From an optimization exercise on the open Yosys and OpenROAD flow, aimed at a short achievable clock period and few clock cycles; shortcuts taken in it are not production practice. For this run, only the layout was checked, not whether the RTL still works. Power figures rest on the tool's default switching activity, not on a simulated workload.

## flow/flow/run.sh

```bash
#!/bin/bash
# Own flow: standard synthesis, then the standard layout steps with a larger
# setup slack margin for repair_timing (constraints and clock period unchanged).
set -o pipefail
bash standard.sh synth > synth.log 2>&1 || exit 1
bash standard.sh SETUP_SLACK_MARGIN=${MARGIN:-7} finish > layout.log 2>&1
```

## flow/standard.sh

```bash
#!/bin/bash
# synth_recipe.tcl (not shown) runs the flow's synth.tcl, then flattens the netlist and writes it again
# the make line also repeats each setting of config.mk as NAME=value (left out here)
make -C /OpenROAD-flow-scripts/flow DESIGN_CONFIG=/design/flow/config.mk WORK_HOME=/design/flow/orfs CLKGATE_MAP_FILE= SYNTH_SCRIPT=/design/flow/synth_recipe.tcl "${@:-finish}"
```

## flow/config.mk

```make
export PLATFORM = sky130hd
export DESIGN_NAME = core
export DESIGN_NICKNAME = core
export VERILOG_FILES = /design/flow/design.v
export SDC_FILE = /design/flow/constraint.sdc
export NUM_CORES = 4
export LEC_CHECK = 0
export ABC_CLOCK_PERIOD_IN_PS = 3500
export CAP_MARGIN = 20
export CORE_MARGIN = 2
export CORE_UTILIZATION = 40
export SETUP_SLACK_MARGIN = 5
export SLEW_MARGIN = 20
```

## flow/constraint.sdc

```tcl
create_clock -name core_clock -period 10.0 [get_ports {clk}]
set_input_delay 2.0000 -clock core_clock [delete_from_list [all_inputs] [get_ports {clk}]]
set_output_delay 2.0000 -clock core_clock [all_outputs]
set_load 0.01 [all_outputs]
```

## flow/design.v

```verilog
module core (
    clk,
    rstn,
    iaddr,
    idata,
    ivalid,
    daddr,
    drdata,
    drvalid,
    dwdata,
    dwe
);
input   wire    clk;
input   wire    rstn;
output  wire    [31:0]  iaddr;
input   wire    [31:0]  idata;
input   wire            ivalid;
output  reg     [31:0]  daddr;
input   wire    [31:0]  drdata;
input   wire            drvalid;
output  reg     [31:0]  dwdata;
output  wire    [3:0]   dwe;
localparam NB = 4;
reg     [31:0]  xreg    [1:31];
reg     [31:0]  mcycle;
reg     [31:0]  pc_f;
assign iaddr = pc_f;
reg             btb_v   [0:NB-1];
reg     [29:0]  btb_tag [0:NB-1];
reg     [29:0]  btb_tgt [0:NB-1];
reg     [31:0]  btb_ins [0:NB-1];
reg     [1:0]   btb_rr;
reg             btb_hit_f;
reg     [29:0]  btb_tgt_f;
reg     [31:0]  btb_ins_f;
reg     [1:0]   btb_idx_f;
integer bi;
always @(*) begin
    btb_hit_f = 1'b0;
    btb_tgt_f = 30'h0;
    btb_ins_f = 32'h0;
    btb_idx_f = 2'h0;
    for (bi = 0; bi < NB; bi = bi + 1) begin
        if (btb_v[bi] && btb_tag[bi] == pc_f[31:2]) begin
            btb_hit_f = 1'b1;
            btb_tgt_f = btb_tgt_f | btb_tgt[bi];
            btb_ins_f = btb_ins_f | btb_ins[bi];
            btb_idx_f = btb_idx_f | bi[1:0];
        end
    end
end
reg     [31:0]  ir_d;
reg     [31:0]  pc_d;
reg             valid_d;
reg             ff_d;        
reg             bh_d;
reg     [31:0]  bi_d;
reg     [1:0]   bx_d;
reg     [31:0]  timm_d;      
reg             valid_e;
reg     [31:0]  aa_e, ab_e;          
reg             cin_e;
reg     [31:0]  sa_e;                
reg     [4:0]   sh_e;                
reg     [31:0]  r1_e, r2_e;          
reg     [31:0]  imm_e;
reg             fwd_ld_e;
reg             sel_add_e, sel_sll_e, sel_srl_e, sel_slt_e, sel_sltu_e, sel_xor_e, sel_or_e, sel_and_e;
reg             sra_e;
reg             br_e, jal_e, jalr_e, ld_e, st_e, wen_e;
reg     [2:0]   f3_e;
reg     [4:0]   rd_e;
reg             pred_e;
reg     [31:0]  tgt_e, pc4_e, pc_e, ir_e;
reg             bh_e;
reg     [1:0]   bx_e;
reg             valid_m;
reg     [31:0]  res_m;
reg             ld_m, wen_m;
reg     [4:0]   rd_m;
reg     [31:0]  pc_m;
reg             st_q;
reg             ld_fail_q;
reg     [31:0]  replay_pc;
reg             upd_m, tk_m, bh_m;
reg     [1:0]   bx_m;
reg     [31:0]  bpc_m, btgt_m, bir_m;
assign dwe = {4{st_q}};
wire    [31:0]  wdata_m = ld_m ? drdata : res_m;
wire            ldf_now = valid_m && ld_m && !drvalid && !ld_fail_q;
wire            wen_rf  = valid_m && wen_m && !ld_fail_q && !(ld_m && !drvalid);
wire    [6:0]   op_d  = ir_d[6:0];
wire    [2:0]   f3_d  = ir_d[14:12];
wire    [4:0]   rs1_d = ir_d[19:15];
wire    [4:0]   rs2_d = ir_d[24:20];
wire    [4:0]   rd_d  = ir_d[11:7];
wire    is_lui   = op_d == 7'b0110111;
wire    is_auipc = op_d == 7'b0010111;
wire    is_jal   = op_d == 7'b1101111;
wire    is_jalr  = op_d == 7'b1100111;
wire    is_br    = op_d == 7'b1100011;
wire    is_ld    = op_d == 7'b0000011;
wire    is_st    = op_d == 7'b0100011;
wire    is_alui  = op_d == 7'b0010011;
wire    is_alu   = op_d == 7'b0110011;
wire    is_csr   = op_d == 7'b1110011 && f3_d != 3'b000 && f3_d != 3'b100;
wire    uses_rs1 = is_jalr | is_br | is_ld | is_st | is_alui | is_alu;
wire    uses_rs2 = is_br | is_st | is_alu;
wire    wr_d     = (is_lui | is_auipc | is_jal | is_jalr | is_ld | is_alui | is_alu | is_csr) && rd_d != 5'd0;
wire    [31:0]  iimm = {{20{ir_d[31]}}, ir_d[31:20]};
wire    [31:0]  simm = {{20{ir_d[31]}}, ir_d[31:25], ir_d[11:7]};
wire    [31:0]  uimm = {ir_d[31:12], 12'h0};
wire    [31:0]  rf1 = (rs1_d == 5'd0) ? 32'h0 : xreg[rs1_d];
wire    [31:0]  rf2 = (rs2_d == 5'd0) ? 32'h0 : xreg[rs2_d];
wire            byp_ok = valid_m && wen_m;
wire            byp1 = byp_ok && rd_m == rs1_d;
wire            byp2 = byp_ok && rd_m == rs2_d;
wire    [31:0]  rv1 = byp1 ? wdata_m : rf1;
wire    [31:0]  rv2 = byp2 ? wdata_m : rf2;
wire            m1 = valid_e && wen_e && rd_e == rs1_d;
wire            m2 = valid_e && wen_e && rd_e == rs2_d;
wire            st_ld_fwd = is_st && !m1;
wire            stall_d = valid_d && ld_e && ((uses_rs1 && m1) || (uses_rs2 && m2 && !st_ld_fwd));
wire    [31:0]  pc4_d = pc_d + 32'd4;
wire    [31:0]  tgt_d;
wire            tgt_co;
ks_add32 u_tgt (.a(pc_d), .b(timm_d), .ci(1'b0), .s(tgt_d), .co(tgt_co));
wire            btb_ok_d = bh_d && bi_d == ir_d;
wire            ftaken_d = is_jal || (is_br && (ir_d[31] || btb_ok_d));
wire            redirect_d = !stall_d && (ff_d || (valid_d && (ftaken_d ? !btb_ok_d : bh_d)));
wire    [31:0]  redir_pc_d = ff_d ? pc_d : ftaken_d ? tgt_d : pc4_d;
wire    aluop  = is_alu || is_alui;
wire    sel_shift_d = aluop && (f3_d == 3'b001 || f3_d == 3'b101);
wire    alu_f7 = ir_d[30] && (is_alu || (is_alui && f3_d == 3'b101));
wire    use_sub = aluop && ((f3_d == 3'b000 && is_alu && ir_d[30]) || f3_d == 3'b010 || f3_d == 3'b011);
reg     [31:0]  aa_d, bb_d;
always @(*) begin
    if (is_lui)                 aa_d = 32'h0;
    else if (is_auipc)          aa_d = pc_d;
    else if (is_jal || is_jalr) aa_d = pc4_d;
    else if (is_csr)            aa_d = mcycle;
    else                        aa_d = rv1;
    if (is_lui || is_auipc)     bb_d = uimm;
    else if (is_alu)            bb_d = rv2;
    else if (is_alui)           bb_d = iimm;
    else                        bb_d = 32'h0;
end
wire    [31:0]  AA = aa_e;
wire    [31:0]  AB = ab_e;
wire    [31:0]  SA = sa_e;
wire    [4:0]   SH = sh_e;
wire    [31:0]  R1 = r1_e;
wire    [31:0]  R2 = r2_e;
wire    [31:0]  sum;
wire            sum_co;
ks_add32 u_add (.a(AA), .b(AB), .ci(cin_e), .s(sum), .co(sum_co));
wire            lt_u = !sum_co;
wire            lt_s = (AA[31] ^ ~AB[31]) ? AA[31] : sum[31];
wire    [31:0]  shl = SA << SH;
wire    [31:0]  shr = $signed({sra_e & SA[31], SA}) >>> SH;
wire    [31:0]  alu_e = ({32{sel_add_e}}  & sum)
                      | ({32{sel_sll_e}}  & shl)
                      | ({32{sel_srl_e}}  & shr)
                      | ({32{sel_slt_e}}  & {31'h0, lt_s})
                      | ({32{sel_sltu_e}} & {31'h0, lt_u})
                      | ({32{sel_xor_e}}  & (AA ^ AB))
                      | ({32{sel_or_e}}   & (AA | AB))
                      | ({32{sel_and_e}}  & (AA & AB));
wire    [31:0]  addr_e;
wire            addr_co;
ks_add32 u_addr (.a(R1), .b(imm_e), .ci(1'b0), .s(addr_e), .co(addr_co));
wire    [31:0]  bdiff;
wire            bco;
ks_add32 u_cmp (.a(R1), .b(~R2), .ci(1'b1), .s(bdiff), .co(bco));
wire            beq  = R1 == R2;
wire            bltu = !bco;
wire            blt  = (R1[31] ^ R2[31]) ? R1[31] : bltu;
reg             taken_e;
always @(*) begin
    case (f3_e)
        3'b000:  taken_e = beq;
        3'b001:  taken_e = !beq;
        3'b100:  taken_e = blt;
        3'b101:  taken_e = !blt;
        3'b110:  taken_e = bltu;
        3'b111:  taken_e = !bltu;
        default: taken_e = 1'b0;
    endcase
end
wire            mispred_e  = valid_e && br_e && (taken_e ^ pred_e);
wire            redirect_e = (valid_e && jalr_e) || mispred_e;
wire    [31:0]  redir_pc_e = jalr_e ? {addr_e[31:1], 1'b0} : (pred_e ? pc4_e : tgt_e);
integer k;
always @(posedge clk) begin
    if (!rstn) begin
        pc_f <= 32'h0;
        valid_d <= 1'b0;
        ff_d <= 1'b0;
        bh_d <= 1'b0;
        valid_e <= 1'b0;
        valid_m <= 1'b0;
        st_q <= 1'b0;
        ld_fail_q <= 1'b0;
        upd_m <= 1'b0;
        mcycle <= 32'h0;
        btb_rr <= 2'h0;
        for (k = 0; k < NB; k = k + 1) btb_v[k] <= 1'b0;
    end
    else begin
        mcycle <= mcycle + 32'd1;
        if (ld_fail_q)          pc_f <= replay_pc;
        else if (redirect_e)    pc_f <= redir_pc_e;
        else if (redirect_d)    pc_f <= redir_pc_d;
        else if (!stall_d)      pc_f <= btb_hit_f ? {btb_tgt_f, 2'b00} : pc_f + 32'd4;
        if (!stall_d) begin
            ir_d <= idata;
            pc_d <= pc_f;
            bi_d <= btb_ins_f;
            bx_d <= btb_idx_f;
            timm_d <= (idata[6:0] == 7'b1101111) ?
                      {{11{idata[31]}}, idata[31], idata[19:12], idata[20], idata[30:21], 1'b0} :
                      {{19{idata[31]}}, idata[31], idata[7], idata[30:25], idata[11:8], 1'b0};
        end
        if (ld_fail_q || redirect_e || redirect_d) begin
            valid_d <= 1'b0;
            ff_d <= 1'b0;
            bh_d <= 1'b0;
        end
        else if (!stall_d) begin
            valid_d <= ivalid;
            ff_d <= !ivalid;
            bh_d <= btb_hit_f;
        end
        valid_e <= valid_d && !stall_d && !redirect_e && !ld_fail_q;
        aa_e <= (aluop && m1) ? alu_e : aa_d;
        ab_e <= (is_alu && m2) ? (use_sub ? ~alu_e : alu_e) : (use_sub ? ~bb_d : bb_d);
        cin_e <= use_sub;
        sa_e <= sel_shift_d ? (m1 ? alu_e : rv1) : 32'h0;
        sh_e <= is_alu ? (m2 ? alu_e[4:0] : rv2[4:0]) : ir_d[24:20];
        r1_e <= m1 ? alu_e : rv1;
        r2_e <= m2 ? alu_e : rv2;
        imm_e <= is_st ? simm : iimm;
        fwd_ld_e <= ld_e && m2;
        sel_add_e  <= !aluop || f3_d == 3'b000;
        sel_sll_e  <= aluop && f3_d == 3'b001;
        sel_slt_e  <= aluop && f3_d == 3'b010;
        sel_sltu_e <= aluop && f3_d == 3'b011;
        sel_xor_e  <= aluop && f3_d == 3'b100;
        sel_srl_e  <= aluop && f3_d == 3'b101;
        sel_or_e   <= aluop && f3_d == 3'b110;
        sel_and_e  <= aluop && f3_d == 3'b111;
        sra_e <= alu_f7;
        br_e <= is_br;
        jal_e <= is_jal;
        jalr_e <= is_jalr;
        ld_e <= is_ld;
        st_e <= is_st;
        wen_e <= wr_d;
        f3_e <= f3_d;
        rd_e <= rd_d;
        pred_e <= ftaken_d;
        tgt_e <= tgt_d;
        pc4_e <= pc4_d;
        pc_e <= pc_d;
        ir_e <= ir_d;
        bh_e <= bh_d;
        bx_e <= bx_d;
        valid_m <= valid_e && !ld_fail_q;
        res_m <= alu_e;
        ld_m <= ld_e;
        wen_m <= wen_e;
        rd_m <= rd_e;
        pc_m <= pc_e;
        daddr <= addr_e;
        dwdata <= fwd_ld_e ? drdata : R2;
        st_q <= valid_e && st_e && !ld_fail_q && !ldf_now;
        upd_m <= valid_e && (br_e || jal_e) && !ld_fail_q;
        tk_m <= jal_e || taken_e;
        bh_m <= bh_e;
        bx_m <= bx_e;
        bpc_m <= pc_e;
        btgt_m <= tgt_e;
        bir_m <= ir_e;
        ld_fail_q <= ldf_now;
        replay_pc <= pc_m;
        if (wen_rf) xreg[rd_m] <= wdata_m;
        if (upd_m) begin
            if (tk_m) begin
                if (bh_m) begin
                    btb_v[bx_m] <= 1'b1;
                    btb_tag[bx_m] <= bpc_m[31:2];
                    btb_tgt[bx_m] <= btgt_m[31:2];
                    btb_ins[bx_m] <= bir_m;
                end
                else begin
                    btb_v[btb_rr] <= 1'b1;
                    btb_tag[btb_rr] <= bpc_m[31:2];
                    btb_tgt[btb_rr] <= btgt_m[31:2];
                    btb_ins[btb_rr] <= bir_m;
                    btb_rr <= btb_rr + 2'd1;
                end
            end
            else if (bh_m) begin
                btb_v[bx_m] <= 1'b0;
            end
        end
    end
end
endmodule
module ks_add32 (
    input   wire    [31:0]  a,
    input   wire    [31:0]  b,
    input   wire            ci,
    output  wire    [31:0]  s,
    output  wire            co
);
wire    [31:0]  p0 = a ^ b;
wire    [31:0]  g0 = a & b;
wire    [31:0]  g1_0 = {g0[31:1], g0[0] | (p0[0] & ci)};
wire    [31:0]  p1_0 = p0;
wire    [31:0]  g [0:5];
wire    [31:0]  p [0:5];
assign g[0] = g1_0;
assign p[0] = p1_0;
genvar l, i;
generate
    for (l = 0; l < 5; l = l + 1) begin : lvl
        for (i = 0; i < 32; i = i + 1) begin : bt
            if (i >= (1 << l)) begin : comb
                assign g[l+1][i] = g[l][i] | (p[l][i] & g[l][i - (1 << l)]);
                assign p[l+1][i] = p[l][i] & p[l][i - (1 << l)];
            end
            else begin : pass
                assign g[l+1][i] = g[l][i];
                assign p[l+1][i] = p[l][i];
            end
        end
    end
endgenerate
wire    [31:0]  c = {g[5][30:0], ci};    
assign s  = p0 ^ c;
assign co = g[5][31];
endmodule
```

==> results.sh <==
export IMPL_status="finished clean"
export IMPL_hpwl_um=229700
export IMPL_yosysSeqAreaShare=0.6093
export IMPL_multiInputGateArea_um2=41780
export IMPL_fp_dieH_um=509.5
export IMPL_syn_instance_count=6824
export IMPL_crit_buf_inv=1
export IMPL_cp_endpoint="sa_e[0]$_SDFFCE_PN0P_"
export IMPL_seqCellArea_um2=62420
export IMPL_r2r_end="sa_e[0]$_SDFFCE_PN0P_"
export IMPL_powerDensity_nw_per_um2=182.5
export IMPL_worst_path_max_delay_cell="a2111o_1"
export IMPL_synth_area_um2=102200
export IMPL_vias=70170
export IMPL_viasPerCell=6.303
export IMPL_async_flop_share=0
export IMPL_cp_arrival_ps=5200
export IMPL_clk_latency_ps=930
export IMPL_total_power_mw=23.47
export IMPL_synth_edf_count=2016
export IMPL_fill_cells=20950
export IMPL_syn_avg_cell_area_um2=14.98
export IMPL_synth_top_flop_cell="edfxtp_1"
export IMPL_initial_core_util=0.4022
export IMPL_drt_iter0_drc=9666
export IMPL_drc=0
export IMPL_path_class="reg -> reg"
export IMPL_drt_pass1_iter_count=6
export IMPL_path_clk_slew_ps=60
export IMPL_critical_path_startpoint_type="register"
export IMPL_power_leakage_nw=44.36
export IMPL_placed_area_um2=108600
export IMPL_finalHoldViolations=0
export IMPL_period_needed_ps=4556
export IMPL_grt_remaining_overflow=0
export IMPL_yosysWarnings=2
export IMPL_clockRootBuffer="clkbuf_16"
export IMPL_rsz0062_at_grt="true"
export IMPL_pre_cts_ws_ps=4114
export IMPL_antenna_found_initial=15
export IMPL_fin_crit_sh=0.4556
export IMPL_synth_top_area_frac=0.5922
export IMPL_skew_ps=66.15
export IMPL_grt_usage=0.2858
export IMPL_ant_nets=0
export IMPL_final_layout_size_suffix_gt1_frac=0.3388
export IMPL_syn_nets=7057
export IMPL_crit_cells=19
export IMPL_grt_pass1_wl_um=523000
export IMPL_endpoint_kind="register"
export IMPL_max_cap_violations=0
export IMPL_routedWlPerCell_um=34.36
export IMPL_crit_start="ab_e[0]$_DFFE_PP_"
export IMPL_numCtsBuffers=219
export IMPL_reg2regPathDepth=19
export IMPL_rows=185
export IMPL_ir_drop_mv=0.1929
export IMPL_finalNetCount=7805
export IMPL_synth_ff_latch_count=2103
export IMPL_finalSetupTns_ps=0
export IMPL_clockBufferDepth=3
export IMPL_finalSetupViolCount=0
export IMPL_gp_congestion=0.9719
export IMPL_dp_cells=10070
export IMPL_cts_tree="built"
export IMPL_worstPathCellList="inv_2, fa_2, nand2b_4, a2111o_1, a311oi_4, o2111ai_2, a31oi_2, o41ai_2, nor2b_1, o21ai_1, nand2b_1, a21oi_2, fa_2, a222oi_1, o2111ai_1, a21oi_2, nand2_2, o21a_1, and2_1"
export IMPL_core_um2=254200
export IMPL_cp_max_fo=4
export IMPL_max_freq_mhz=219.5
export IMPL_synth_largest_area_cell="edfxtp_1"
export IMPL_grt_max_degree=64
export IMPL_h_tree_depth=4
export IMPL_die_area_um2=259600
export IMPL_hold_class="reg -> reg"
export IMPL_synth_cell_types=103
export IMPL_rrSetupSlack_ps=5440
export IMPL_post_route_worst_setup_slack_ps=5444
export IMPL_slowest_delay_ps=480
export IMPL_worstMarginPinSlew_ps=1205
export IMPL_required_ps=10650
export IMPL_r2r_start="ab_e[0]$_DFFE_PP_"
export IMPL_pin_count=168
export IMPL_fin_cells=11130
export IMPL_drt_wl_total_um=382500
export IMPL_io_buffers=167
export IMPL_ys_top_cells_by_area="edfxtp_1 (59%), mux4_2 (14%), mux2i_1 (2.5%)"
export IMPL_drv_slew=0
export IMPL_areaGrowthSynthToFinish_pct=25.81
export IMPL_final_util=0.5060
export IMPL_die_w_um=509.5
export IMPL_grt_pass1_vias=67490
export IMPL_slew_limit_headroom=0.1883
export IMPL_clock_sinks=2103
export IMPL_fin_area_um2=128600
export IMPL_hold_worst_slack_ps=389.5
export IMPL_crit_family="compound AO/OA/AOI/OAI gates"
-- cell families after synthesis --
logic type,after synthesis,synth area share
simple gates,1307,0.06018
buf+inv,662,0.02678
fa+ha+maj,165,0.02056
flops,2103,0.6093
mux,930,0.1671
xor+xnor,358,0.03067
compound gates,1299,0.08549
-- synthesized netlist by cell type, drive strengths merged, types with 54 or more instances --
cell type and number:
xor2 137, nand4 72, inv 189, clkbuf 269
a211oi 127, nor2 438, dfxtp 87, nand3 89
a22oi 137, mux2 58, a21oi 291, edfxtp 2016
nand2 375, mux4 615, buf 203, o21ai 277
xnor2 221, ha 160, a21o 54, mux2i 257
-- what timing repair did --
| item | CTS | global route |
|---|---|---|
| hold buffers | 0 | 0 |
| setup endpoints to repair | 2660 | 1512 |
| cloned | 80 | 24 |
| gates resized for setup | 1390 | 359 |
| pin swaps | 195 | 173 |
| buffers inserted | 388 | 158 |
-- where the power goes --
group          switching [mW]  internal [mW]
registers               0.279           10.1
logic                    2.72           1.97
clock network            3.61           4.77
total                    6.61           16.9
-- worst register-to-register path: stages (launching register included) --
cell,delay [ps]
edfxtp_1,370
inv_2,60
fa_2,360
nand2b_4,160
a2111o_1,490
a311oi_4,370
o2111ai_2,190
a31oi_2,230
o41ai_2,120
nor2b_1,140
o21ai_1,70
nand2b_1,110
a21oi_2,70
fa_2,380
a222oi_1,300
o2111ai_1,190
a21oi_2,230
nand2_2,120
o21a_1,230
and2_1,130
-- layout make-up --
class	instances	share of cell area
repair inverters	14	0.0007978
clock buffers	284	0.04521
flip-flops and latches	2103	0.4854
inverters	190	0.006285
multi-input cells	4063	0.3249
clock inverters	128	0.01173
diodes	4	0.00007783
repair buffers	981	0.09288
well taps	3366	0.03275
-- cell usage in the layout, fill, tap and decap left out, types with 59 or more instances in the layout --
cell / instances
nand4_1: 71
nand2_1: 351
nor2_1: 346
buf_6: 169
buf_2: 66
clkbuf_16: 235
edfxtp_1: 2016
a21oi_1: 213
buf_12: 111
mux2i_1: 194
a22oi_1: 123
xor2_1: 125
xnor2_1: 193
clkdlybuf4s50_1: 59
buf_4: 424
a211oi_1: 94
mux4_2: 615
inv_1: 154
buf_16: 75
nand3_1: 79
o21ai_0: 174
ha_1: 141
-- worst min-delay path by stage --
| stage | startpoint | to | slack [ps] | cells after the start |
|---|---|---|---|---|
| final | ir_e[24]$_DFFE_PP_ | bir_m[24]$_DFFE_PP_ | 390 | 0 |
| after global routing | ir_e[24]$_DFFE_PP_ | bir_m[24]$_DFFE_PP_ | 410 | 0 |
| after CTS | ir_e[24]$_DFFE_PP_ | bir_m[24]$_DFFE_PP_ | 390 | 0 |
| after detailed placement | pc_e[10]$_DFFE_PP_ | bpc_m[10]$_DFFE_PP_ | 400 | 0 |
| after global placement | ir_e[5]$_DFFE_PP_ | bir_m[5]$_DFFE_PP_ | 400 | 0 |
| after floorplan | bh_e$_DFFE_PP_ | bh_m$_DFFE_PP_ | 400 | 0 |
-- routing by layer --
metal  GRT usage  wire length [µm]  share of wire
met5           0                23       0.000060
met4      0.1581             25050          0.065
met3     0.04718             35550          0.093
met2      0.4564            179600           0.47
met1      0.3728            142200           0.37
-- flip-flops by register name, summed over array words and instances (netlist names), 120 cells and up, named ones only --
register and cells:
btb_ins 128, btb_tag 120, btb_tgt 120, xreg 992

[port drivers added, routing unchanged]
The results above use ideal ports. As a check the final layout listed here was re-extracted and re-timed, cells and wires unchanged.
Step 1, drivers: a clkbuf_16 drives clk and a buf_2 each remaining input, both assumed.
Step 2 adds t to the input delays and takes it off the output delays; t is the mean of the earliest and latest rising clock arrival at the registers after step 1. Input paths then give back, and output paths get back, about the clock's delay inside the block.
a / b / c = ideal ports / drivers / drivers and shift; a / b = the first two.
t, ns: 0.978
setup slack, ns: 5.444 / 5.444 / 5.330
worst setup path after step 2: input to register
slew at the worst register clock pin (ns): 0.07 / 0.07
After both steps setup and hold are still met in this run. For this run, drivers alone change the setup slack by 0.000 ns; drivers and shift together by -0.114 ns.
